What follows belongs to an exercise in optimizing a design on an open flow for small area, a short achievable clock period and few clock cycles per item; a production flow would make more cautious choices. At most, simulation tests tie the RTL to the original design; equivalence was not proved. Only the layout flow was run in runs 1 and 5 to 7; the RTL was not checked for function there. Power figures rest on the tool's default switching activity, not on a simulated workload.

==> design/flow/design.v <==
`timescale 1ns / 1ps
module NN
    # (parameter DATAWIDTH = 32)
    (
    input wire signed[31:0] input_1,
    input wire signed[31:0] input_2,
    input wire clk,
    input wire resetn,
    input wire enable,
    output reg signed[31:0] final_output,
    output reg total_ovf,
    output reg total_zero,
    output reg[2:0] ovf_fsm_state,
    output reg[2:0] zero_fsm_state,
    output wire ready,
    output reg done
);
function gt_const31(input [30:0] x, input [30:0] c);
    integer lv, k;
    reg [31:0] g, e;
    begin
        g = {1'b0, x & ~c};
        e = {1'b1, ~(x ^ c)};
        for (lv = 1; lv < 32; lv = lv * 2)
            for (k = 0; k + lv < 32; k = k + 2 * lv) begin
                g[k] = g[k+lv] | (e[k+lv] & g[k]);
                e[k] = e[k+lv] & e[k];
            end
        gt_const31 = g[0];
    end
endfunction
wire [30:0] i1o = {1'b0, ~input_1[31], input_1[30:2]};
wire [30:0] i2o = {~input_2[31], input_2[30:1]};
wire r3 = !gt_const31(i1o, ((357913941) + 31'sd536870912)) &&  gt_const31(i1o, ((-357913941) + 31'sd536870912)) &&
          !gt_const31(i2o, ((429496729) + 32'sd1073741824)) &&  gt_const31(i2o, ((-429496730) + 32'sd1073741824));
wire r4 = !gt_const31(i1o, ((44739243) + 31'sd536870912)) &&  gt_const31(i1o, ((-44739242) + 31'sd536870912)) &&
          !gt_const31(i2o, ((42949673) + 32'sd1073741824)) &&  gt_const31(i2o, ((-42949673) + 32'sd1073741824));
wire z3 = (input_1[31:2] == 30'd0) || (input_2[31:1] == 31'd0);
wire z4 = (input_1[31:2] == 30'd89478486) || (input_1[31:2] == (30'h3FFFFFFF & -30'sd178956970)) ||
          (input_2[31:1] == (31'h7FFFFFFF & -31'sd429496729));
wire [31:0] na = ~input_1;
wire [31:0] nb = ~input_2;
wire [31:0] q1 = {na[30:2], 3'b000};
wire [31:0] q2 = {na[29:2], 4'b0000};
wire [31:0] q3 = {nb[29:1], 3'b000};
wire [31:0] q4 = {nb[28:1], 4'b0000};
wire [31:0] q5 = {nb[31], nb[31:1]};
wire [31:0] qk = 32'd82;
wire [31:0] sa = q1 ^ q3 ^ q5;
wire [31:0] ca = ((q1 & q3) | (q1 & q5) | (q3 & q5)) << 1;
wire [31:0] sb = q2 ^ q4 ^ qk;
wire [31:0] cb = ((q2 & q4) | (q2 & qk) | (q4 & qk)) << 1;
wire [31:0] s2 = sa ^ ca ^ sb;
wire [31:0] c2 = ((sa & ca) | (sa & sb) | (ca & sb)) << 1;
wire [31:0] s3 = s2 ^ c2 ^ cb;
wire [31:0] c3 = ((s2 & c2) | (s2 & cb) | (c2 & cb)) << 1;
reg [31:0] s3_q, c3_q;
reg r3_q, r4_q, z3_q, z4_q;
reg en_q;
always @(posedge clk) begin
    s3_q <= s3;
    c3_q <= c3;
    r3_q <= r3;
    r4_q <= r4;
    z3_q <= z3;
    z4_q <= z4 && r3;
end
wire [31:0] pg_p = s3_q ^ c3_q;
wire [31:0] pg_g = s3_q & c3_q;
wire [31:0] gl [0:5];
wire [31:0] pl [0:5];
assign gl[0] = pg_g;
assign pl[0] = pg_p;
genvar lv, bi;
generate
    for (lv = 0; lv < 5; lv = lv + 1) begin : PREFIX
        for (bi = 0; bi < 32; bi = bi + 1) begin : BIT
            if (bi & (1 << lv)) begin : COMB
                assign gl[lv+1][bi] = gl[lv][bi] | (pl[lv][bi] & gl[lv][((bi >> lv) << lv) - 1]);
                assign pl[lv+1][bi] = pl[lv][bi] & pl[lv][((bi >> lv) << lv) - 1];
            end else begin : PASS
                assign gl[lv+1][bi] = gl[lv][bi];
                assign pl[lv+1][bi] = pl[lv][bi];
            end
        end
    end
endgenerate
wire [31:0] w = pg_p ^ {gl[5][30:0], 1'b0};
wire u31 = (w[31] == w[30]);
wire u29 = (w[31:28] == 4'b0000) || (w[31:28] == 4'b1111);
wire ovf = !(r4_q && u29);
reg [28:0] res_q;
reg ovf_q;
reg [2:0] ovf_st_q;
reg [2:0] zero_st_q;
always @(posedge clk) begin
    res_q <= ~w[28:0] | {29{ovf}};
    ovf_q <= ovf;
    ovf_st_q <= !r3_q ? 3'd3 : (!r4_q || !u31) ? 3'd4 : !u29 ? 3'd5 : 3'd0;
    zero_st_q <= z4_q ? 3'd4 : z3_q ? 3'd3 : 3'd0;
end
always @(posedge clk, negedge resetn) begin
    if (!resetn) begin
        en_q <= 1'b0;
        done <= 1'b0;
    end else begin
        en_q <= enable;
        done <= en_q;
    end
end
assign ready = 1'b1;
always @(*) begin
    final_output = {res_q, 1'b1, ovf_q, ovf_q};
    total_ovf = ovf_q;
    total_zero = 1'b0;
    ovf_fsm_state = ovf_st_q;
    zero_fsm_state = zero_st_q;
end
endmodule
==> design/flow/flow/run.sh <==
#!/bin/bash
# Own layout flow: the standard ORFS flow (standard.sh, standard synthesis unchanged),
# with the port buffers chosen explicitly instead of the resizer's default pick.
set -euo pipefail
bash standard.sh "BUFFER_PORTS_ARGS=-buffer_cell sky130_fd_sc_hd__buf_2" SETUP_SLACK_MARGIN=12 finish > flow_standard.log 2>&1
==> design/flow/standard.sh <==
#!/bin/bash
# synth_recipe.tcl (not shown) runs the flow's synth.tcl, then flattens the netlist and writes it again
# the make line also repeats each setting of config.mk as NAME=value (left out here)
make -C /OpenROAD-flow-scripts/flow DESIGN_CONFIG=/design/flow/config.mk WORK_HOME=/design/flow/orfs CLKGATE_MAP_FILE= SYNTH_SCRIPT=/design/flow/synth_recipe.tcl "${@:-finish}"
==> design/flow/config.mk <==
export PLATFORM = sky130hd
export DESIGN_NAME = NN
export DESIGN_NICKNAME = NN
export VERILOG_FILES = /design/flow/design.v
export SDC_FILE = /design/flow/constraint.sdc
export NUM_CORES = 4
export LEC_CHECK = 0
export CAP_MARGIN = 20
export CORE_MARGIN = 2
export CORE_UTILIZATION = 65
export SLEW_MARGIN = 20
==> design/flow/constraint.sdc <==
create_clock -name core_clock -period 16.0 [get_ports {clk}]
set_input_delay 3.2000 -clock core_clock [delete_from_list [all_inputs] [get_ports {clk}]]
set_output_delay 3.2000 -clock core_clock [all_outputs]
set_load 0.01 [all_outputs]
==> results of run 1 <==
[what timing repair did]
item | 4_1_cts | 5_1_grt
setup buffers | 28 | 17
gates resized for setup | 213 | 81
pin swaps | 33 | 21
endpoints found under the setup margin | 126 | 127
hold buffers | 0 | 0
[placed cells by master, fill, tap and decap left out, types with 13 or more instances in the layout]
cell type  Yosys  final
xnor2_1       15     14
buf_8          0     17
nor2_1        25     22
fa_2           0     39
inv_1        132    120
nand2_1       38     37
fa_1          83     44
a21oi_1       29     26
dfxtp_1       98     80
nand3_1       13     13
inv_2          1     13
buf_12         0     14
buf_2          0     23
ha_1          60     58
nand4_1       17     17
dfxtp_2        0     18
buf_6          3     47
o21ai_0       27     22
buf_4          6     46
[kinds of logic (layout without fill, tap and decap cells)]
logic type / count (synthesis) / after routing / share of synthesized area, %
compound gates: 116 / 116 / 11.76
xor+xnor: 24 / 24 / 3.073
fa+ha+maj: 143 / 143 / 35.27
buf+inv: 143 / 297 / 8.505
flops: 100 / 100 / 29.41
mux: 2 / 2 / 0.3658
other cells: 2 / 3 / 0.1098
simple gates: 149 / 149 / 11.51
[layer usage]
metal	global-route usage [%]	share of wire (%)	vias up
met5	0	0	-
met4	16.88	6.2	0
met3	4.863	9.2	151
met2	55.37	49	473
met1	39.39	36	2789
li1	-	-	2571
[power groups by stage]
stage / Clock, W / Sequential [W] / Combinational, W
2_1_floorplan: 0 / 0.000337 / 0.000402
3_3_place_gp: 0 / 0.000338 / 0.000500
3_5_place_dp: 0 / 0.000339 / 0.000523
4_1_cts: 0.000162 / 0.000334 / 0.000560
5_1_grt: 0.000174 / 0.000343 / 0.000692
6_report: 0.000163 / 0.000337 / 0.000622
[synthesized netlist by cell type, drive strengths merged, types with 5 or more instances]
library cell	n
dfxtp	98
nor2	25
nand3	13
nand4	17
o211ai	5
fa	83
nor4	12
inv	133
xnor2	15
xor2	9
a31oi	7
a21o	5
ha	60
o21ai	30
buf	9
nand2b	5
nor3	11
a21oi	29
nand2	38
[flip-flops by register name (all words and copies together), names as in the netlist]
register	count
zero_st_q	2
done	1
r3_q	1
r4_q	1
ovf_q	1
res_q	29
z3_q	1
en_q	1
c3_q	27
ovf_st_q	3
s3_q	32
z4_q	1
[metrics by stage]
| stage | total power (W) | setup WS [ns] |
|---|---|---|
| 6_report | 0.001122 | 11.24 |
| 5_1_grt | 0.001208 | 11.27 |
| 4_1_cts | 0.001055 | 11.40 |
| 3_5_place_dp | 0.0008621 | 10.88 |
| 3_3_place_gp | 0.0008385 | 10.90 |
| 2_1_floorplan | 0.0007386 | 11.23 |
[critical path, stage by stage]
cell and delay, ns:
buf_6 0.11, o21a_1 0.13, o21ai_0 0.11, a2111oi_1 0.52
o21ai_1 0.19, a2111oi_2 0.41, o21ai_0 0.18, nor4bb_1 0.19
[final cells by class]
type / instances / area [um2] / share of cell area, %
Timing Repair Buffer: 148 / 1533 / 17.04
Inverter: 133 / 499.2 / 5.549
Sequential cell: 100 / 2034 / 22.61
Clock buffer: 11 / 151.4 / 1.683
Tap cell: 136 / 170.2 / 1.892
Clock inverter: 5 / 43.79 / 0.4868
Multi-Input combinational cell: 437 / 4564 / 50.74
[worst max-delay path by stage]
stage          depth (start not counted)        start       end  slack, ns
2_1_floorplan                          4   input_1[5]   s3_q[6]      11.23
3_3_place_gp                           8   input_2[3]      r3_q      10.90
3_5_place_dp                           8   input_2[3]      r3_q      10.88
4_1_cts                                5  input_2[13]  s3_q[12]      11.40
5_1_grt                                8   input_2[3]      r4_q      11.27
6_report                               8   input_2[3]      r4_q      11.24
==> impl_metrics.toml, run 1 <==
[die]
fp.dieArea_mm2 = 0.01136
die_h_um = 106.6
rows = 37
die_w_um = 106.6
core_area_mm2 = 0.01028
start_util_pct = 66.56
io_pins = 109

[pwr]
peakVddDrop_mv = 0.1460
switching_share_pct = 41.42
p_clk_share_pct = 14.5
power_frac_comb_pct = 55.4
power_density_mw_per_mm2 = 124.8
power_frac_seq_pct = 30.1
internal_power_w = 0.0006574
p_switching_w = 0.0004649
power_leakage_nw = 4.022

[routing]
post_drt_wl_per_cell_um = 20.44
viasPerCell = 6.169
first_iter_violations = 736
via_count = 5984
wl_um = 19830
antenna_left = 0
first_pass_iters = 7
drc_errors = 0

[setup_path]
endpoint_kind = "register"
path_class = "in2reg"
crit_path_start_kind = "input pin"
r2r_setup_slack_ns = 12.15
worstPathRequired_ns = 16.28
r2r_cells = 16
r2r_start = "c3_q[15]"
critPathMaxFanout = 8
cp.arrival_ns = 5.05
r2r-end = "res_q[0]"

[cts]
cts_max_level = 3
numCtsBuffers = 9
path_clk_slew_ns = 0.12
cts.sinks = 100
clock_latency_ns = 0.40
root_buffer = "clkbuf_8"
cts_tree = "built"
ctsLongestPathBuffers = 2

[hold_path]
min_path_cells = 0
holdCritStartpoint = "z4_q"
worst_hold_path_type = "reg2reg"
holdPathEnd = "zero_st_q[2]"

[global_routing]
grt_usage_pct = 32.26
antenna_found_initial = 0
grt_max_degree = 20
grt_first_pass_wirelength_um = 28150
grt_pass1_vias = 5877
overflow = 0

[sta]
period_share_pct = 29.77
whs_ns = 0.3682
finClkSkew_ns = 0.02498
setup_violations = 0
period_minus_slack_ns = 4.763
hold_viol_final = 0
max_slew_margin_pct = 63.58
setup_tns_ns = 0
grt_setup_unrepaired = "yes"
max_freq_ghz = 0.2100
tightest_slew_ns = 0.5405
drv_slew = 0

[layout]
drive_gt1_share_pct = 32.73
syn2layout_area_growth_pct = 31.52
fin_area_mm2 = 0.008996
fin_cells = 970
fin_util_pct = 87.53
n_fill_cell = 497
diodes = 0
nets = 1039

[placed_design]
hpwl_um = 11880
io_buffers = 102
gp_congestion = 0.9100
placed_area_mm2 = 0.007468
dp_cells = 909

[yosys]
synth_top_area_share_pct = 28.68
synth.distinct_cells = 63
netlist_instances = 679
synth-edff-count = 0
yosys_warnings = 1
synth_ff_type = "dfxtp_1"
ys_ff_latch = 100
yosysSeqAreaShare_pct = 29.41
syn_avg_cell_area_um2 = 10.07
syn_area_mm2 = 0.006840
synth.area.top_cells = "dfxtp_1, fa_1, ha_1, inv_1, a21oi_1"
synth_top_cell_by_area = "dfxtp_1"
synthArstFlopShare_pct = 2.000

[run]
drv_cap = 0

[run_status]
outcome = "no timing/DRC/antenna violations"
==> run 2, diff against run 1 <==
--- a/design/flow/design.v
+++ b/design/flow/design.v
@@ -64,5 +64,5 @@
     r4_q <= r4;
     z3_q <= z3;
-    z4_q <= z4 && r3;
+    z4_q <= z4;
 end
 wire [31:0] pg_p = s3_q ^ c3_q;
@@ -90,13 +90,13 @@
 wire u29 = (w[31:28] == 4'b0000) || (w[31:28] == 4'b1111);
 wire ovf = !(r4_q && u29);
-reg [28:0] res_q;
+reg [28:0] w_q;
 reg ovf_q;
 reg [2:0] ovf_st_q;
 reg [2:0] zero_st_q;
 always @(posedge clk) begin
-    res_q <= ~w[28:0] | {29{ovf}};
+    w_q <= w[28:0];
     ovf_q <= ovf;
     ovf_st_q <= !r3_q ? 3'd3 : (!r4_q || !u31) ? 3'd4 : !u29 ? 3'd5 : 3'd0;
-    zero_st_q <= z4_q ? 3'd4 : z3_q ? 3'd3 : 3'd0;
+    zero_st_q <= (z4_q && r3_q) ? 3'd4 : z3_q ? 3'd3 : 3'd0;
 end
 always @(posedge clk, negedge resetn) begin
@@ -111,5 +111,5 @@
 assign ready = 1'b1;
 always @(*) begin
-    final_output = {res_q, 1'b1, ovf_q, ovf_q};
+    final_output = {~w_q | {29{ovf_q}}, 1'b1, ovf_q, ovf_q};
     total_ovf = ovf_q;
     total_zero = 1'b0;
==> design/flow/flow/run.sh (replaced) <==
#!/bin/bash
# Own layout flow: the standard ORFS flow (standard.sh, standard synthesis unchanged),
# with the port buffers chosen explicitly instead of the resizer's default pick.
set -euo pipefail
bash standard.sh "BUFFER_PORTS_ARGS=-buffer_cell sky130_fd_sc_hd__buf_2" finish > flow_standard.log 2>&1
==> run 2 against run 1 <==
Effect of this change: still clean; first-iteration DRC count shrank 57%; hold slack worse by 0.032 ns; fmax decreased by 1.1%; clock power fell by 4%; via count is 14% lower; count of clock-buffer cells in the layout unchanged; clock skew decreased by 0.015 ns; critical path depth down 6; sequential power rose by 13%; critical endpoint is now final_output[13]; largest cell class unchanged; highest routed layer unchanged.
==> impl_metrics.toml, run 2 <==
[routing]
first_pass_iters = 5
via_count = 5126
wl_um = 14900
wl_met1_um = 6434
highest-signal-layer = "met4"
antenna_left = 0
post_drt_wl_per_cell_um = 16.28
met3WireLength_um = 828
drc_errors = 0
first_iter_violations = 315
viasPerCell = 5.602
wl_met2_um = 7298

[placed_design]
gp_congestion = 0.9145
io_buffers = 102
placed_area_mm2 = 0.007371
hpwl_um = 12310

[layout]
multi_input_area_mm2 = 0.004198
largest_register_ffs = 32
top_regs = "s3_q (32), w_q (29), c3_q (27)"
drive_gt1_share_pct = 16.30
fin_util_pct = 74.28
n_fill_cell = 772
regMostFlops = "s3_q"
final_common_cell = "inv_1"
syn2layout_area_growth_pct = 12.13
diodes = 0
nets = 984
register_area_mm2 = 0.002012
final_cell_mix = "inv_1, buf_2, dfxtp_1"
fin_area_mm2 = 0.007565

[setup_path]
r2r_cells = 14
endpoint_kind = "output port"
setup.worst_path.end = "final_output[13]"
worstPathRequired_ns = 12.80
cp.arrival_ns = 1.62
critPathMaxFanout = 32
crit_path_start_kind = "register"
r2r_start = "s3_q[11]"
setup.worst_path.start = "ovf_q"
path_class = "reg2out"
r2r-end = "ovf_st_q[2]"
r2r_setup_slack_ns = 12.28

[global_routing]
grt_usage_pct = 28.09
grt_max_degree = 33
antenna_found_initial = 0
overflow = 0
grt_first_pass_wirelength_um = 24120
grt_pass1_vias = 5200

[yosys]
yosys_warnings = 1
syn_avg_cell_area_um2 = 10.07
synthArstFlopShare_pct = 2.000
yosysSeqAreaShare_pct = 29.82
synth_top_area_share_pct = 29.08
ys_ff_latch = 100
yosysMostFrequentCell = "inv_1"
synth.area.top_cells = "dfxtp_1, fa_1, ha_1, inv_1, nand2b_1"
synth_ff_type = "dfxtp_1"
netlist_instances = 670
syn_area_mm2 = 0.006746
synth.distinct_cells = 59
ys_top_cells_by_count = "inv_1, dfxtp_1, fa_1, ha_1, nand2b_1"
synth-edff-count = 0
synth_top_cell_by_area = "dfxtp_1"

[pwr]
internal_power_w = 0.0006360
p_clk_share_pct = 15.1
power_frac_seq_pct = 36.3
switching_share_pct = 39.13
power_leakage_nw = 3.564
power_density_mw_per_mm2 = 138.1
p_switching_w = 0.0004088
power_frac_comb_pct = 48.6
peakVddDrop_mv = 0.1311

[hold_path]
holdCritStartpoint = "s3_q[2]"
worst_hold_path_type = "reg2reg"

[cts]
cts_setup_buffers = 0
root_buffer = "clkbuf_8"
numCtsBuffers = 9
cts_max_level = 3
ctsLongestPathBuffers = 2
cts_tree = "built"
cts.sinks = 100
path_clk_slew_ns = 0.10
cts_resized = 0
clock_latency_ns = 0.38
holdBufCountCts = 0

[die]
io_pins = 109
die_w_um = 105.9
fp.dieArea_mm2 = 0.01121
rows = 37
start_util_pct = 66.24
die_h_um = 105.9
core_area_mm2 = 0.01018

[sta]
setup_tns_ns = 0
max_freq_ghz = 0.2076
whs_ns = 0.3359
period_minus_slack_ns = 4.817
grt_setup_unrepaired = "no"
max_slew_margin_pct = 42.40
tightest_slew_ns = 0.8532
period_share_pct = 30.11
hold_viol_final = 0
finClkSkew_ns = 0.009767
drv_slew = 0
setup_violations = 0

[run]
drv_cap = 0

[run_status]
outcome = "no timing/DRC/antenna violations"
run 2: cell types whose count changed in the layout (fill, tap and decap cells not counted), sizes merged, moves of 5 or more:
cell / before / now
buf: 147 / 102
nand2b: 5 / 32
nand2: 38 / 21
o21ai: 30 / 21
nor3: 11 / 19
inv: 135 / 130
run 2: routing by layer:
layer	global-route usage [%]	vias up
met5	0	-
met4	11.09	0
met3	4.391	29
met2	46.18	186
met1	37.55	2497
li1	-	2414
run 2: cell type report:
cell class | count | share of cell area (%)
clock buffer | 11 | 2.001
tap | 136 | 2.249
multi-input combinational | 433 | 55.49
timing repair buffer | 102 | 6.748
clock inverter | 5 | 0.5624
sequential | 100 | 26.60
inverter | 128 | 6.351
run 2: cell families after synthesis:
| family | Yosys count | synth area share, % |
|---|---|---|
| adders and majority gates | 143 | 35.76 |
| AOI/OAI and AO/OA | 98 | 9.625 |
| other | 2 | 0.1113 |
| and+or+nand+nor | 163 | 13.30 |
| DFF | 100 | 29.82 |
| xor gates and xnor gates | 26 | 3.375 |
| buffers and inverters | 138 | 8.012 |
run 2: worst min path at each step:
stage,to,cells after the start
2_1_floorplan,w_q[0],0
3_3_place_gp,w_q[1],0
3_5_place_dp,w_q[0],0
4_1_cts,w_q[2],0
5_1_grt,w_q[1],0
6_report,w_q[2],0
run 2: worst max-delay path, cell delays in order, from the launching register on:
cell and delay [ns]:
dfxtp_1 0.88, nand2b_1 0.21, buf_2 0.13
run 2: power groups by stage:
stage / logic (W) / clock network (W) / registers, W
floorplan: 0.000381 / 0 / 0.000377
global placement: 0.000481 / 0 / 0.000383
detailed placement: 0.000508 / 0 / 0.000385
CTS: 0.000512 / 0.000162 / 0.000380
global route: 0.000577 / 0.000169 / 0.000387
finish: 0.000508 / 0.000157 / 0.000380
run 2: through the flow:
stage	power (W)	setup slack, ns	std cells
floorplan	0.0007582	11.14	671
global placement	0.0008643	10.90	899
detailed placement	0.0008934	10.89	899
CTS	0.001054	11.04	915
global route	0.001133	11.04	915
finish	0.001045	11.18	915
Testbench counts of run 2, summed over its fixed seeds: cycles 2,408, items 2,400.
==> run 3, diff against run 2 <==
--- a/design/flow/config.mk
+++ b/design/flow/config.mk
@@ -6,6 +6,6 @@
 export NUM_CORES = 4
 export LEC_CHECK = 0
-export CAP_MARGIN = 20
+export CAP_MARGIN = 80
 export CORE_MARGIN = 2
 export CORE_UTILIZATION = 65
-export SLEW_MARGIN = 20
+export SLEW_MARGIN = 80
==> run 3 against run 2 <==
Effect of this change: fmax fell by 5.0%; sequential cell count did not move; cell count rose by 0.55%; clock skew rose by 0.0029 ns; count of clock-buffer cells in the layout did not move; non-clock buffer count rose by 5; power rose by 3.1%; largest power group unchanged; core utilization rose by 2.6 points; worst setup slack got worse by 0.26 ns; highest routed layer unchanged; largest cell class unchanged.
==> impl_metrics.toml, run 3 <==
[routing]
antenna_left = 0
first_iter_violations = 391
post_drt_wl_per_cell_um = 16.46
via_count = 5163
first_pass_iters = 5
drc_errors = 0
wl_um = 15150
viasPerCell = 5.612

[cts]
path_clk_slew_ns = 0.10
cts_setup_buffers = 0
clock_latency_ns = 0.38
holdBufCountCts = 0
cts_resized = 0
cts_max_level = 3
cts_tree = "built"
cts.sinks = 100
ctsLongestPathBuffers = 2
numCtsBuffers = 9
root_buffer = "clkbuf_8"

[die]
rows = 37
core_area_mm2 = 0.01018
fp.dieArea_mm2 = 0.01121
die_w_um = 105.9
start_util_pct = 66.24
io_pins = 109
die_h_um = 105.9

[yosys]
synth-edff-count = 0
ys_ff_latch = 100
ys_top_cells_by_count = "inv_1, dfxtp_1, fa_1, ha_1, nand2b_1"
synth.area.top_cells = "dfxtp_1, fa_1, ha_1, inv_1, nand2b_1"
synth.distinct_cells = 59
synth_ff_type = "dfxtp_1"
synth_top_area_share_pct = 29.08
yosysMostFrequentCell = "inv_1"
synthArstFlopShare_pct = 2.000
syn_avg_cell_area_um2 = 10.07
yosys_warnings = 1
syn_area_mm2 = 0.006746
netlist_instances = 670
yosysSeqAreaShare_pct = 29.82
synth_top_cell_by_area = "dfxtp_1"

[global_routing]
grt_max_degree = 33
overflow = 0
met3_usage_pct = 4.082
grt_first_pass_wirelength_um = 24630
antenna_found_initial = 0
met1_usage_pct = 37.56
gr-usage-met2_pct = 47.56
grt-busiest-layer = "met2"
grt_pass1_vias = 5354
grt_usage_pct = 28.46

[setup_path]
endpoint_kind = "register"
r2r_start = "s3_q[6]"
critPathMaxFanout = 4
cp.arrival_ns = 5.36
worstPathRequired_ns = 16.29
setup.worst_path.start = "input_1[10]"
path_class = "in2reg"
crit_path_start_kind = "input pin"

[sta]
period_minus_slack_ns = 5.073
period_share_pct = 31.71
setup_violations = 0
hold_viol_final = 0
setup_tns_ns = 0
max_freq_ghz = 0.1971
finClkSkew_ns = 0.01264
grt_setup_unrepaired = "no"
drv_slew = 0

[layout]
final_common_cell = "inv_1"
largest_register_ffs = 32
top_regs = "s3_q (32), w_q (29), c3_q (27)"
regMostFlops = "s3_q"
n_fill_cell = 742
nets = 989
diodes = 0
fin_cells = 920
syn2layout_area_growth_pct = 16.01
final_cell_mix = "inv_1, buf_2, dfxtp_1"
drive_gt1_share_pct = 20.54

[placed_design]
gp_congestion = 0.9145
hpwl_um = 12440
io_buffers = 102
dp_cells = 902

[pwr]
power_density_mw_per_mm2 = 137.7
peakVddDrop_mv = 0.1334
p_total_w = 0.001078
power_leakage_nw = 3.624

[hold_path]
worst_hold_path_type = "reg2reg"
holdCritStartpoint = "s3_q[2]"

[run_status]
outcome = "no timing/DRC/antenna violations"

[run]
drv_cap = 0
## run 3: final timing paths
check	end	slack, ns	cells after the start
worst min-delay path	w_q[2]	0.34	0
worst min register to register	w_q[2]	0.34	0
worst max-delay path	r4_q	10.93	9
max in group asynchronous	done	13.32	1
worst max register to register	ovf_st_q[2]	12.77	15
min in group asynchronous	en_q	2.59	1
## run 3: logic make-up (layout without fill, tap and decap cells)
logic type      count (synthesis)  after routing  synth area share (%)
other cells                     2              3                0.1113
xor+xnor                       26             26                 3.375
compound gates                 98             98                 9.625
flops                         100            100                 29.82
simple gates                  163            163                 13.30
buf+inv                       138            251                 8.012
fa+ha+maj                     143            143                 35.76
## run 3: area by class of cell
class / instances / area (um2) / share of cell area [%]
inverters: 128 / 480.5 / 6.139
clock buffers: 11 / 151.4 / 1.934
well taps: 136 / 170.2 / 2.174
repair buffers: 107 / 550.5 / 7.034
multi-input cells: 433 / 4417 / 56.43
flip-flops and latches: 100 / 2016 / 25.76
clock inverters: 5 / 41.29 / 0.5276
## run 3: routing by layer
layer / vias up / wire, um
li1: 2422 / -
met1: 2527 / 6618
met2: 188 / 7512
met3: 26 / 747
met4: 0 / 269
met5: - / 0
## run 3: stage by stage
| step | utilization, % | hold slack [ns] | instance area, um2 | setup WS, ns |
|---|---|---|---|---|
| after floorplan | - | 0.3096 | 6750 | 11.14 |
| after global placement | 72.37 | 0.3108 | 7371 | 10.90 |
| after detailed placement | 73.80 | 0.3144 | 7516 | 10.51 |
| after CTS | 75.69 | 0.3384 | 7709 | 10.84 |
| after global routing | 76.84 | 0.3377 | 7826 | 10.85 |
| final | 76.84 | 0.3355 | 7826 | 10.93 |
## run 3: where the power goes
part / leakage [nW] / internal [W] / total (W) / switching, W
combinational: 2.68 / 0.000234 / 0.000542 / 0.000307
sequential: 0.847 / 0.000348 / 0.000379 / 0.0000309
clock: 0.101 / 0.0000668 / 0.000156 / 0.0000896
total: 3.62 / 0.000650 / 0.00108 / 0.000428
## run 3: worst max-delay path, stage by stage
cell and delay (ns):
buf_2 0.14, nor3_2 0.24, o221ai_1 0.18, a221oi_1 0.34
clkdlybuf4s50_1 0.58, o221ai_1 0.13, o21ai_1 0.21, o21ai_0 0.12
nor3_1 0.21
==> run 4, diff against run 3 <==
--- a/design/flow/config.mk
+++ b/design/flow/config.mk
@@ -6,6 +6,6 @@
 export NUM_CORES = 4
 export LEC_CHECK = 0
-export CAP_MARGIN = 80
+export CAP_MARGIN = 50
 export CORE_MARGIN = 2
 export CORE_UTILIZATION = 65
-export SLEW_MARGIN = 80
+export SLEW_MARGIN = 50
==> run 4 against run 3 <==
Effect of this change: worst setup slack improved by 0.34 ns; die area is the same; final area shrank 3.3%; sequential share of layout area is 0.85 points higher; synthesized cell count unchanged; power fell by 2.9%; critical path depth did not move; non-clock buffer count decreased by 5; register-to-register slack lost 0.17 ns; sequential power hardly changed; hold slack got worse by 0.0060 ns; critical path type unchanged.
==> impl_metrics.toml, run 4 <==
[routing]
first_pass_iters = 4
first_iter_violations = 360
wl_met1_um = 6526
antenna_left = 0
wl_um = 14830
post_drt_wl_per_cell_um = 16.21
wl_met2_um = 7103
met3WireLength_um = 763
viasPerCell = 5.555
via_count = 5083
drc_errors = 0
highest-signal-layer = "met4"

[cts]
cts_setup_buffers = 0
root_buffer = "clkbuf_8"
clock_latency_ns = 0.38
cts_resized = 0
ctsLongestPathBuffers = 2
cts.sinks = 100
numCtsBuffers = 9
cts_tree = "built"
path_clk_slew_ns = 0.10
holdBufCountCts = 0
cts_max_level = 3

[yosys]
synth_top_cell_by_area = "dfxtp_1"
yosysSeqAreaShare_pct = 29.82
yosysMostFrequentCell = "inv_1"
synth-edff-count = 0
yosys_warnings = 1
synth_top_area_share_pct = 29.08
synthArstFlopShare_pct = 2.000
ys_ff_latch = 100
netlist_instances = 670
ys_top_cells_by_count = "inv_1, dfxtp_1, fa_1, ha_1, nand2b_1"
syn_area_mm2 = 0.006746
synth.area.top_cells = "dfxtp_1, fa_1, ha_1, inv_1, nand2b_1"
synth_ff_type = "dfxtp_1"
syn_avg_cell_area_um2 = 10.07
synth.distinct_cells = 59

[sta]
tightest_slew_ns = 0.7501
setup_violations = 0
drv_slew = 0
hold_viol_final = 0
max_slew_margin_pct = 49.46
grt_setup_unrepaired = "no"
period_share_pct = 29.58
finClkSkew_ns = 0.01400
max_freq_ghz = 0.2113
period_minus_slack_ns = 4.733
setup_tns_ns = 0

[pwr]
peakVddDrop_mv = 0.1384
power_leakage_nw = 3.568
power_density_mw_per_mm2 = 138.3

[die]
start_util_pct = 66.24
core_area_mm2 = 0.01018
fp.dieArea_mm2 = 0.01121
die_w_um = 105.9
die_h_um = 105.9
io_pins = 109
rows = 37

[run_status]
outcome = "no timing/DRC/antenna violations"

[setup_path]
r2r_setup_slack_ns = 12.60
cp.arrival_ns = 5.02
critPathMaxFanout = 4
crit_path_start_kind = "input pin"
endpoint_kind = "register"
worstPathRequired_ns = 16.29
path_class = "in2reg"

[run]
drv_cap = 0

[layout]
n_fill_cell = 786
final_common_cell = "inv_1"
nets = 984
fin_cells = 915
diodes = 0
top_regs = "s3_q (32), w_q (29), c3_q (27)"
regMostFlops = "s3_q"
syn2layout_area_growth_pct = 12.15
drive_gt1_share_pct = 16.43
final_cell_mix = "inv_1, buf_2, dfxtp_1"
largest_register_ffs = 32

[global_routing]
antenna_found_initial = 0
overflow = 0
grt_first_pass_wirelength_um = 24110
grt_max_degree = 33
grt_usage_pct = 28.15
grt_pass1_vias = 5231

[placed_design]
io_buffers = 102
gp_congestion = 0.9145
hpwl_um = 12300
dp_cells = 899

[hold_path]
worst_hold_path_type = "reg2reg"
## run 4: final cells by class
type,count,area (um2),area share (%)
Clock buffer,11,151.4,2.001
Clock inverter,5,42.54,0.5623
Inverter,128,480.5,6.350
Multi-Input combinational cell,433,4198,55.48
Sequential cell,100,2013,26.61
Tap cell,136,170.2,2.249
Timing Repair Buffer,102,510.5,6.747
## run 4: path summary, 6_finish.rpt
kind                                  start          end  depth (start not counted)
worst max-delay path            input_1[23]         r4_q                          9
worst min-delay path                s3_q[0]       w_q[0]                          0
worst max register to register     s3_q[11]  ovf_st_q[2]                         14
worst min register to register      s3_q[0]       w_q[0]                          0
max in group asynchronous            resetn         en_q                          1
min in group asynchronous            resetn         done                          1
## run 4: logic make-up (layout without fill, tap and decap cells)
| kind of cell | after synthesis | count (layout) | share of synthesized area, % |
|---|---|---|---|
| other cells | 2 | 3 | 0.1113 |
| flops | 100 | 100 | 29.82 |
| simple gates | 163 | 163 | 13.30 |
| fa+ha+maj | 143 | 143 | 35.76 |
| buf+inv | 138 | 246 | 8.012 |
| compound gates | 98 | 98 | 9.625 |
| xor+xnor | 26 | 26 | 3.375 |
## run 4: critical path, stage by stage
cell,delay [ns]
buf_2,0.13
inv_1,0.11
nand4_1,0.13
or4_1,0.53
nor3_1,0.39
nand2_1,0.09
nand2_1,0.08
o21ai_0,0.07
nor3_1,0.27
## run 4: metrics by stage
step                      power [W]  setup slack (ns)  hold slack [ns]  instance area (um2)  util, %
after floorplan           0.0007582             11.14           0.3096                 6750        -
after global placement    0.0008643             10.90           0.3108                 7371    72.37
after detailed placement  0.0008929             10.89           0.3144                 7372    72.38
after CTS                  0.001055             11.28           0.3346                 7566    74.29
after global routing       0.001132             11.13           0.3381                 7566    74.29
final                      0.001046             11.27           0.3296                 7566    74.29
## run 4: per-layer routing
| metal | up-vias | GRT usage, % |
|---|---|---|
| met1 | 2462 | 37.47 |
| li1 | 2413 | - |
| met2 | 172 | 45.62 |
| met4 | 0 | 13.91 |
| met5 | - | 0 |
| met3 | 36 | 3.711 |
## run 4: power breakdown
| group | leakage, nW | switching, W | internal (W) |
|---|---|---|---|
| logic | 2.62 | 0.000288 | 0.000220 |
| clock network | 0.0965 | 0.0000916 | 0.0000667 |
| registers | 0.846 | 0.0000309 | 0.000348 |
| total | 3.57 | 0.000411 | 0.000635 |
==> run 5, diff against run 4 <==
--- a/design/flow/design.v
+++ b/design/flow/design.v
@@ -32,11 +32,11 @@
 wire [30:0] i1o = {1'b0, ~input_1[31], input_1[30:2]};
 wire [30:0] i2o = {~input_2[31], input_2[30:1]};
-wire r3 = !gt_const31(i1o, ((357913941) + 31'sd536870912)) &&  gt_const31(i1o, ((-357913941) + 31'sd536870912)) &&
-          !gt_const31(i2o, ((429496729) + 32'sd1073741824)) &&  gt_const31(i2o, ((-429496730) + 32'sd1073741824));
-wire r4 = !gt_const31(i1o, ((44739243) + 31'sd536870912)) &&  gt_const31(i1o, ((-44739242) + 31'sd536870912)) &&
-          !gt_const31(i2o, ((42949673) + 32'sd1073741824)) &&  gt_const31(i2o, ((-42949673) + 32'sd1073741824));
-wire z3 = (input_1[31:2] == 30'd0) || (input_2[31:1] == 31'd0);
-wire z4 = (input_1[31:2] == 30'd89478486) || (input_1[31:2] == (30'h3FFFFFFF & -30'sd178956970)) ||
-          (input_2[31:1] == (31'h7FFFFFFF & -31'sd429496729));
+wire [3:0] r3 = {!gt_const31(i1o, ((357913941) + 31'sd536870912)), gt_const31(i1o, ((-357913941) + 31'sd536870912)),
+                 !gt_const31(i2o, ((429496729) + 32'sd1073741824)), gt_const31(i2o, ((-429496730) + 32'sd1073741824))};
+wire [3:0] r4 = {!gt_const31(i1o, ((44739243) + 31'sd536870912)), gt_const31(i1o, ((-44739242) + 31'sd536870912)),
+                 !gt_const31(i2o, ((42949673) + 32'sd1073741824)), gt_const31(i2o, ((-42949673) + 32'sd1073741824))};
+wire [1:0] z3 = {input_1[31:2] == 30'd0, input_2[31:1] == 31'd0};
+wire [2:0] z4 = {input_1[31:2] == 30'd89478486, input_1[31:2] == (30'h3FFFFFFF & -30'sd178956970),
+                 input_2[31:1] == (31'h7FFFFFFF & -31'sd429496729)};
 wire [31:0] na = ~input_1;
 wire [31:0] nb = ~input_2;
@@ -56,5 +56,7 @@
 wire [31:0] c3 = ((s2 & c2) | (s2 & cb) | (c2 & cb)) << 1;
 reg [31:0] s3_q, c3_q;
-reg r3_q, r4_q, z3_q, z4_q;
+reg [3:0] r3_q, r4_q;
+reg [1:0] z3_q;
+reg [2:0] z4_q;
 reg en_q;
 always @(posedge clk) begin
@@ -89,5 +91,7 @@
 wire u31 = (w[31] == w[30]);
 wire u29 = (w[31:28] == 4'b0000) || (w[31:28] == 4'b1111);
-wire ovf = !(r4_q && u29);
+wire r3_ok = &r3_q;
+wire r4_ok = &r4_q;
+wire ovf = !(r4_ok && u29);
 reg [28:0] w_q;
 reg ovf_q;
@@ -97,6 +101,6 @@
     w_q <= w[28:0];
     ovf_q <= ovf;
-    ovf_st_q <= !r3_q ? 3'd3 : (!r4_q || !u31) ? 3'd4 : !u29 ? 3'd5 : 3'd0;
-    zero_st_q <= (z4_q && r3_q) ? 3'd4 : z3_q ? 3'd3 : 3'd0;
+    ovf_st_q <= !r3_ok ? 3'd3 : (!r4_ok || !u31) ? 3'd4 : !u29 ? 3'd5 : 3'd0;
+    zero_st_q <= ((|z4_q) && r3_ok) ? 3'd4 : (|z3_q) ? 3'd3 : 3'd0;
 end
 always @(posedge clk, negedge resetn) begin
--- a/design/flow/config.mk
+++ b/design/flow/config.mk
@@ -6,6 +6,6 @@
 export NUM_CORES = 4
 export LEC_CHECK = 0
-export CAP_MARGIN = 50
+export CAP_MARGIN = 20
 export CORE_MARGIN = 2
 export CORE_UTILIZATION = 65
-export SLEW_MARGIN = 50
+export SLEW_MARGIN = 20
==> run 5 against run 4 <==
Effect of this change: highest routed layer unchanged; hold slack improved by 0.0077 ns; routed wire length rose by 0.26%; power rose by 7.0%; critical endpoint is now final_output[27]; clock skew fell by 0.0013 ns; core utilization rose by 0.88 points; via count rose by 1.4%; still clean.
==> impl_metrics.toml, run 5 <==
[cts]
root_buffer = "clkbuf_8"
cts_setup_buffers = 0
cts_max_level = 3
path_clk_slew_ns = 0.11
ctsLongestPathBuffers = 2
holdBufCountCts = 0
cts_resized = 0
cts.sinks = 109
clock_latency_ns = 0.39
cts_tree = "built"
numCtsBuffers = 9

[layout]
nets = 996
top_regs = "s3_q (32), w_q (29), c3_q (27)"
final_common_cell = "inv_1"
fin_area_mm2 = 0.007795
drive_gt1_share_pct = 16.56
regMostFlops = "s3_q"
syn2layout_area_growth_pct = 12.09
final_cell_mix = "inv_1, dfxtp_1, buf_2"
register_area_mm2 = 0.002192
largest_register_ffs = 32
multi_input_area_mm2 = 0.004222
n_fill_cell = 765
diodes = 0

[yosys]
syn_avg_cell_area_um2 = 10.20
yosysMostFrequentCell = "inv_1"
synth.distinct_cells = 62
synth-edff-count = 0
synth_top_cell_by_area = "dfxtp_1"
synth.area.top_cells = "dfxtp_1, fa_1, ha_1, inv_1, nand2b_1"
syn_area_mm2 = 0.006954
ys_top_cells_by_count = "inv_1, dfxtp_1, fa_1, ha_1, nor2_1"
synth_top_area_share_pct = 30.80
synthArstFlopShare_pct = 1.835
synth_ff_type = "dfxtp_1"
netlist_instances = 682
yosysSeqAreaShare_pct = 31.52
ys_ff_latch = 109
yosys_warnings = 1

[die]
die_h_um = 107.4
io_pins = 109
fp.dieArea_mm2 = 0.01154
start_util_pct = 67.06
die_w_um = 107.4
core_area_mm2 = 0.01037
rows = 37

[placed_design]
placed_area_mm2 = 0.007579
io_buffers = 102
dp_slack_ns = 10.85
hpwl_um = 12270
gp_congestion = 0.9745

[setup_path]
crit_path_start_kind = "register"
path_class = "reg2out"
r2r-end = "ovf_st_q[0]"
r2r_cells = 14
cp_num_buf_inv = 1
slowest_stage = "dfxtp_1"
critPathMaxFanout = 32
crit_family = "flip-flops"
cp.arrival_ns = 1.67
r2r_start = "c3_q[21]"
slowest_delay_ns = 0.95
r2r_setup_slack_ns = 12.30
worstPathRequired_ns = 12.80
endpoint_kind = "output port"
crit_chain = "nand2b_1 -> buf_2"

[global_routing]
grt_first_pass_wirelength_um = 24630
grt_pass1_vias = 5095
grt_max_degree = 33
antenna_found_initial = 0
grt_usage_pct = 27.92
overflow = 0

[routing]
first_iter_violations = 324
first_pass_iters = 5
via_count = 5155
antenna_left = 0
drc_errors = 0
viasPerCell = 5.561
wl_um = 14870
post_drt_wl_per_cell_um = 16.04

[pwr]
power_density_mw_per_mm2 = 143.5
p_total_w = 0.001119
power_leakage_nw = 3.695
peakVddDrop_mv = 0.1331

[hold_path]
worst_hold_path_type = "reg2reg"
holdPathEnd = "w_q[1]"
min_path_cells = 0
holdCritStartpoint = "s3_q[1]"

[sta]
setup_violations = 0
whs_ns = 0.3372
period_share_pct = 30.42
grt_setup_unrepaired = "no"
tightest_slew_ns = 0.9356
max_slew_margin_pct = 37.54
finClkSkew_ns = 0.01270
period_minus_slack_ns = 4.868
max_freq_ghz = 0.2054
setup_tns_ns = 0
worst_slack_ns = 11.13
hold_viol_final = 0
drv_slew = 0

[run_status]
outcome = "no timing/DRC/antenna violations"

[run]
drv_cap = 0
run 5: through the flow:
stage | std cells | utilization [%]
after CTS | 927 | 75.17
after floorplan | 683 | -
after global placement | 911 | 73.08
after detailed placement | 911 | 73.08
final | 927 | 75.17
after global routing | 927 | 75.17
run 5: layout make-up:
cell class / instances / share of cell area, %
inverter: 129 / 6.212
clock inverter: 6 / 1.140
multi-input combinational: 435 / 54.16
timing repair buffer: 102 / 6.549
tap: 136 / 2.183
sequential: 109 / 28.12
clock buffer: 10 / 1.637
run 5: how the worst max path moves through the flow:
stage / endpoint / cells past startpoint / startpoint
2_1_floorplan: s3_q[7] / 4 / input_1[6]
3_3_place_gp: r3_q[1] / 8 / input_2[4]
3_5_place_dp: r3_q[1] / 8 / input_2[4]
4_1_cts: final_output[6] / 2 / ovf_q
5_1_grt: final_output[6] / 2 / ovf_q
6_report: final_output[27] / 2 / ovf_q
run 5: where the power goes:
part           switching [W]  internal (W)
Clock              0.0000933     0.0000882
Combinational       0.000299      0.000233
Sequential         0.0000335      0.000373
Total               0.000426      0.000693
run 5: cells by family after synthesis:
| kind of cell | share of synthesized area (%) |
|---|---|
| buffers and inverters | 7.826 |
| flip-flops | 31.52 |
| adder cells (fa/ha/maj) | 34.69 |
| AND/OR/NAND/NOR | 13.28 |
| XOR/XNOR | 3.149 |
| AO/OA/AOI/OAI | 9.428 |
| other | 0.1080 |
run 5: routing by layer:
metal  vias up  wire length, um  share of wire (%)  GRT usage [%]
met5         -                0                  0              0
met4         0              349                2.3          10.81
met3        32              955                6.4          3.935
met2       191             7365                 50          47.06
met1      2485             6200                 42          36.68
li1       2447                -                  -              -
==> run 6, diff against run 5 <==
--- a/design/flow/config.mk
+++ b/design/flow/config.mk
@@ -6,6 +6,6 @@
 export NUM_CORES = 4
 export LEC_CHECK = 0
-export CAP_MARGIN = 20
+export CAP_MARGIN = 50
 export CORE_MARGIN = 2
 export CORE_UTILIZATION = 65
-export SLEW_MARGIN = 20
+export SLEW_MARGIN = 50
==> run 6 against run 5 <==
Effect of this change: non-clock buffer count stayed put; critical path depth is 6 higher; via count hardly changed; power hardly changed; sequential share of layout area hardly changed; first-iteration DRC count stayed put; clock power hardly changed; largest power group unchanged.
==> impl_metrics.toml, run 6 <==
[cts]
clock_latency_ns = 0.39
holdBufCountCts = 0
cts.sinks = 109
cts_max_level = 3
cts_tree = "built"
numCtsBuffers = 9
root_buffer = "clkbuf_8"
path_clk_slew_ns = 0.11
cts_setup_buffers = 0
cts_resized = 0
ctsLongestPathBuffers = 2

[sta]
drv_slew = 0
setup_violations = 0
finClkSkew_ns = 0.01270
hold_viol_final = 0
grt_setup_unrepaired = "no"
period_share_pct = 29.76
tightest_slew_ns = 0.5051
max_freq_ghz = 0.2100
setup_tns_ns = 0
period_minus_slack_ns = 4.762
max_slew_margin_pct = 66.33

[placed_design]
hpwl_um = 12270
placed_area_mm2 = 0.007580
io_buffers = 102
dp_cells = 911
gp_congestion = 0.9745

[layout]
drive_gt1_share_pct = 16.69
multi_input_area_mm2 = 0.004222
fin_area_mm2 = 0.007796
nets = 996
fin_util_pct = 75.18
largest_register_ffs = 32
top_regs = "s3_q (32), w_q (29), c3_q (27)"
register_area_mm2 = 0.002193
syn2layout_area_growth_pct = 12.11
final_common_cell = "inv_1"
n_fill_cell = 765
fin_cells = 927
diodes = 0
regMostFlops = "s3_q"
final_cell_mix = "inv_1, dfxtp_1, buf_2"

[global_routing]
overflow = 0
grt_pass1_vias = 5095
grt_usage_pct = 27.92
grt_first_pass_wirelength_um = 24630
antenna_found_initial = 0
grt_max_degree = 33

[setup_path]
endpoint_kind = "register"
slowest_delay_ns = 0.36
worstPathRequired_ns = 16.25
r2r_setup_slack_ns = 12.30
r2r_cells = 14
path_class = "in2reg"
r2r-end = "ovf_st_q[0]"
slowest_stage = "o311ai_0"
cp.arrival_ns = 5.01
r2r_start = "c3_q[21]"
critPathMaxFanout = 6
crit_chain = "buf_2 -> inv_1 -> o311ai_0 -> a311oi_1 -> o31ai_1 -> a311oi_1 -> o311ai_0 -> a31oi_1"
crit_path_start_kind = "input pin"

[pwr]
power_density_mw_per_mm2 = 143.6
p_total_w = 0.001119
peakVddDrop_mv = 0.1331
power_leakage_nw = 3.694

[routing]
drc_errors = 0
post_drt_wl_per_cell_um = 16.05
viasPerCell = 5.566
first_iter_violations = 324
wl_um = 14880
first_pass_iters = 5
antenna_left = 0
via_count = 5160

[die]
die_h_um = 107.4
fp.dieArea_mm2 = 0.01154
rows = 37
io_pins = 109
core_area_mm2 = 0.01037
start_util_pct = 67.06
die_w_um = 107.4

[yosys]
ys_ff_latch = 109
yosys_warnings = 1
synth.distinct_cells = 62
netlist_instances = 682
synth_top_cell_by_area = "dfxtp_1"
syn_avg_cell_area_um2 = 10.20
synth-edff-count = 0
synth_ff_type = "dfxtp_1"
yosysSeqAreaShare_pct = 31.52
syn_area_mm2 = 0.006954
synth.area.top_cells = "dfxtp_1, fa_1, ha_1, inv_1, nand2b_1"
yosysMostFrequentCell = "inv_1"
synthArstFlopShare_pct = 1.835
synth_top_area_share_pct = 30.80
ys_top_cells_by_count = "inv_1, dfxtp_1, fa_1, ha_1, nor2_1"

[hold_path]
holdPathEnd = "w_q[1]"
min_path_cells = 0
holdCritStartpoint = "s3_q[1]"
worst_hold_path_type = "reg2reg"

[run_status]
outcome = "no timing/DRC/antenna violations"

[run]
drv_cap = 0
==> run 6: cell counts after synthesis <==
No cell type changed its count.
==> run 6: how the worst max path moves through the flow <==
stage | start | to | slack (ns)
2_1_floorplan | input_1[6] | s3_q[7] | 11.14
6_report | input_2[4] | r3_q[1] | 11.24
5_1_grt | input_2[4] | r3_q[1] | 11.06
3_3_place_gp | input_2[4] | r3_q[1] | 10.87
3_5_place_dp | input_2[4] | r3_q[1] | 10.85
4_1_cts | input_2[4] | r3_q[1] | 11.25
==> run 6: logic make-up (layout without fill, tap and decap cells) <==
group | count (synthesis) | in the layout | share of synthesized area, %
and+or+nand+nor | 168 | 168 | 13.28
adders and majority gates | 143 | 143 | 34.69
buffers and inverters | 139 | 247 | 7.826
DFF | 109 | 109 | 31.52
AOI/OAI and AO/OA | 96 | 96 | 9.428
xor gates and xnor gates | 25 | 25 | 3.149
other | 2 | 3 | 0.1080
==> run 6: where the power goes <==
group / total [W] / switching (W) / internal [W]
logic: 0.000532 / 0.000299 / 0.000233
registers: 0.000406 / 0.0000335 / 0.000373
clock network: 0.000182 / 0.0000934 / 0.0000882
total: 0.00112 / 0.000426 / 0.000693
==> run 6: area by class of cell <==
class / instances / share of cell area [%]
multi-input combinational: 435 / 54.15
sequential: 109 / 28.13
timing repair buffer: 102 / 6.548
inverter: 129 / 6.211
tap: 136 / 2.183
clock buffer: 10 / 1.637
clock inverter: 6 / 1.139
==> run 6: worst max-delay path, delay by kind of cell <==
| family | cells | cell delay (ns) |
|---|---|---|
| AO/OA/AOI/OAI | 6 | 1.54 |
| buffers and inverters | 2 | 0.27 |
==> run 6: per-stage QoR <==
stage | setup WS (ns) | hold slack (ns)
2_1_floorplan | 11.14 | 0.3096
3_5_place_dp | 10.85 | 0.3138
5_1_grt | 11.06 | 0.3445
6_report | 11.24 | 0.3372
3_3_place_gp | 10.87 | 0.3109
4_1_cts | 11.25 | 0.3392
==> run 6: per-layer routing <==
metal	up-vias	share of wire [%]	global-route usage (%)
met1	2485	42	36.68
met3	32	6.4	3.935
met5	-	0	0
li1	2447	-	-
met4	0	2.4	10.81
met2	196	49	47.06
==> run 7, diff against run 6 <==
--- a/design/flow/design.v
+++ b/design/flow/design.v
@@ -94,10 +94,10 @@
 wire r4_ok = &r4_q;
 wire ovf = !(r4_ok && u29);
-reg [28:0] w_q;
+reg [28:0] res_q;
 reg ovf_q;
 reg [2:0] ovf_st_q;
 reg [2:0] zero_st_q;
 always @(posedge clk) begin
-    w_q <= w[28:0];
+    res_q <= ~w[28:0] | {29{ovf}};
     ovf_q <= ovf;
     ovf_st_q <= !r3_ok ? 3'd3 : (!r4_ok || !u31) ? 3'd4 : !u29 ? 3'd5 : 3'd0;
@@ -115,5 +115,5 @@
 assign ready = 1'b1;
 always @(*) begin
-    final_output = {~w_q | {29{ovf_q}}, 1'b1, ovf_q, ovf_q};
+    final_output = {res_q, 1'b1, ovf_q, ovf_q};
     total_ovf = ovf_q;
     total_zero = 1'b0;
--- a/design/flow/config.mk
+++ b/design/flow/config.mk
@@ -6,6 +6,6 @@
 export NUM_CORES = 4
 export LEC_CHECK = 0
-export CAP_MARGIN = 50
+export CAP_MARGIN = 20
 export CORE_MARGIN = 2
 export CORE_UTILIZATION = 65
-export SLEW_MARGIN = 50
+export SLEW_MARGIN = 20
==> run 7 against run 6 <==
Effect of this change: fmax is 3.1% lower; critical endpoint unchanged; cell count up 2.3%; clock skew up 0.0036 ns; critical path depth did not move; count of clock-buffer cells in the layout is the same.
==> impl_metrics.toml, run 7 <==
[yosys]
synth_ff_type = "dfxtp_1"
netlist_instances = 707
synth-edff-count = 0
ys_ff_latch = 109
syn_avg_cell_area_um2 = 10.21
yosysMostFrequentCell = "inv_1"
yosys_warnings = 1
synthArstFlopShare_pct = 1.835
yosysSeqAreaShare_pct = 30.37
synth_top_area_share_pct = 29.68
syn_area_mm2 = 0.007217
synth.area.top_cells = "dfxtp_1, fa_1, ha_1, inv_1, nand4_1"
synth_top_cell_by_area = "dfxtp_1"
ys_top_cells_by_count = "inv_1, dfxtp_1, fa_1, ha_1, nand4_1"
synth.distinct_cells = 64

[setup_path]
r2r_cells = 12
critPathMaxFanout = 6
worstPathRequired_ns = 16.35
setup.worst_path.end = "r3_q[1]"
r2r_start = "s3_q[13]"
crit_path_start_kind = "input pin"
r2r-end = "ovf_st_q[2]"
path_class = "in2reg"
r2r_setup_slack_ns = 11.93
cp.arrival_ns = 5.26
endpoint_kind = "register"
setup.worst_path.start = "input_2[2]"

[die]
die_h_um = 109.4
io_pins = 109
die_w_um = 109.4
fp.dieArea_mm2 = 0.01196
rows = 38
start_util_pct = 66.57
core_area_mm2 = 0.01084

[sta]
hold_viol_final = 0
finClkSkew_ns = 0.01630
period_minus_slack_ns = 4.914
setup_tns_ns = 0
max_freq_ghz = 0.2035
setup_violations = 0
drv_slew = 0
grt_setup_unrepaired = "no"
tightest_slew_ns = 1.073
period_share_pct = 30.71
max_slew_margin_pct = 28.26

[global_routing]
grt_first_pass_wirelength_um = 27450
overflow = 0
grt_usage_pct = 30.06
grt_max_degree = 33
grt_pass1_vias = 5665
antenna_found_initial = 0

[layout]
top_regs = "s3_q (32), res_q (29), c3_q (27)"
regMostFlops = "s3_q"
diodes = 0
drive_gt1_share_pct = 15.97
register_area_mm2 = 0.002192
multi_input_area_mm2 = 0.004449
n_fill_cell = 780
nets = 1013
final_cell_mix = "inv_1, dfxtp_1, buf_2"
final_common_cell = "inv_1"
largest_register_ffs = 32
syn2layout_area_growth_pct = 11.23

[routing]
via_count = 5635
post_drt_wl_per_cell_um = 17.87
viasPerCell = 5.944
wl_um = 16950
antenna_left = 0
first_pass_iters = 4
first_iter_violations = 374
drc_errors = 0

[pwr]
p_switching_w = 0.0005144
power_frac_comb_pct = 53.4
peakVddDrop_mv = 0.1497
internal_power_w = 0.0006892
power_frac_seq_pct = 30.4
switching_share_pct = 42.74
power_density_mw_per_mm2 = 149.9
p_total_w = 0.001204
power_leakage_nw = 3.712
p_clk_share_pct = 16.2

[hold_path]
worst_hold_path_type = "reg2reg"
min_path_cells = 0

[cts]
clock_latency_ns = 0.40
cts_max_level = 3
path_clk_slew_ns = 0.11
cts_resized = 0
cts_setup_buffers = 0
holdBufCountCts = 0
ctsLongestPathBuffers = 2
cts.sinks = 109
root_buffer = "clkbuf_8"
cts_tree = "built"
numCtsBuffers = 9

[run_status]
outcome = "no timing/DRC/antenna violations"

[placed_design]
io_buffers = 102
gp_congestion = 0.9117
hpwl_um = 13790

[run]
drv_cap = 0
==> run 7: through the flow <==
step	setup WS (ns)	cells	hold WS (ns)	area [um2]	utilization [%]
global route	11.02	948	0.3786	8028	74.05
global placement	10.72	932	0.3443	7795	71.91
detailed placement	10.71	932	0.3524	7795	71.91
floorplan	11.14	708	0.3312	7221	-
finish	11.09	948	0.3673	8028	74.05
CTS	11.11	948	0.3742	8026	74.04
==> run 7: final cells by class <==
type	instances	share of cell area, %
Inverter	125	5.845
Tap cell	140	2.182
Timing Repair Buffer	102	6.359
Clock buffer	10	1.714
Multi-Input combinational cell	456	55.42
Sequential cell	109	27.31
Clock inverter	6	1.169
==> run 7: worst max-delay path, cell delays in order <==
cell and delay (ns):
buf_2 0.15, o21a_1 0.22, a211o_1 0.30, a311o_1 0.36, a311oi_1 0.38, o311ai_1 0.14
a311oi_1 0.33, o32a_1 0.19
==> run 7: cells by family (layout without fill, tap and decap cells) <==
family,after synthesis,count (layout),share of synthesized area (%)
buffers and inverters,143,243,8.044
flip-flops,109,109,30.37
AO/OA/AOI/OAI,118,118,12.21
AND/OR/NAND/NOR,172,172,13.42
adder cells (fa/ha/maj),143,143,33.43
XOR/XNOR,20,20,2.427
other,2,3,0.1041
==> run 7: power groups by stage <==
stage               Combinational [W]  Clock, W  Sequential [W]
floorplan                    0.000487         0        0.000369
global placement             0.000601         0        0.000370
detailed placement           0.000627         0        0.000372
CTS                          0.000633  0.000196        0.000366
global route                 0.000718  0.000204        0.000373
finish                       0.000643  0.000194        0.000366
==> run 7: worst min-delay path by stage <==
stage	from	end	slack (ns)
floorplan	en_q	done	0.33
global placement	en_q	done	0.34
detailed placement	en_q	done	0.35
CTS	en_q	done	0.37
global route	en_q	done	0.38
finish	en_q	done	0.37
==> run 7: per-layer routing <==
layer,part of all wire (%),global-route usage (%)
met2,45,47.31
met1,46,42.38
met5,0,0
met4,1.8,9.042
met3,6.4,5.928

[static timing again, ports no longer ideal]
No port has a modelled driver above. Below, the same layouts with a new extraction and two added sets of constraints.
Step 1 sets driving cells, clkbuf_16 on the clock port and buf_2 on the other inputs (assumed; they add their load-dependent delay and slew).
Step 2 times the ports against the registers' clock, not the clock port: input delays grow and output delays shrink by t, the midpoint of the rising clock arrivals with the driver on.
Slacks: ideal / step 1 / step 2; pairs: ideal / step 1.
run | shift t [ns] | slack for setup (ns) | latest minus earliest clock arrival (ns) | slew at the worst register clock pin (ns) | cell pins on the clock port's net
run 1 | 0.425 | 11.237 / 11.230 / 10.805 | 0.026 / 0.026 | 0.12 / 0.12 | 1
run 2 | 0.415 | 11.183 / 11.145 / 10.823 | 0.010 / 0.010 | 0.10 / 0.10 | 1
run 3 | 0.407 | 10.927 / 10.942 / 10.534 | 0.012 / 0.013 | 0.10 / 0.10 | 1
run 4 | 0.412 | 11.267 / 11.282 / 10.870 | 0.014 / 0.014 | 0.10 / 0.10 | 1
run 5 | 0.417 | 11.132 / 11.095 / 10.812 | 0.015 / 0.014 | 0.11 / 0.11 | 1
run 6 | 0.417 | 11.238 / 11.230 / 10.813 | 0.015 / 0.014 | 0.11 / 0.11 | 1
run 7 | 0.422 | 11.087 / 11.099 / 10.677 | 0.016 / 0.017 | 0.11 / 0.11 | 1
After both steps every run listed still meets setup and hold. The setup slack of run 1, which loses most, moves by -0.007 ns with the drivers and by -0.432 ns with both steps.
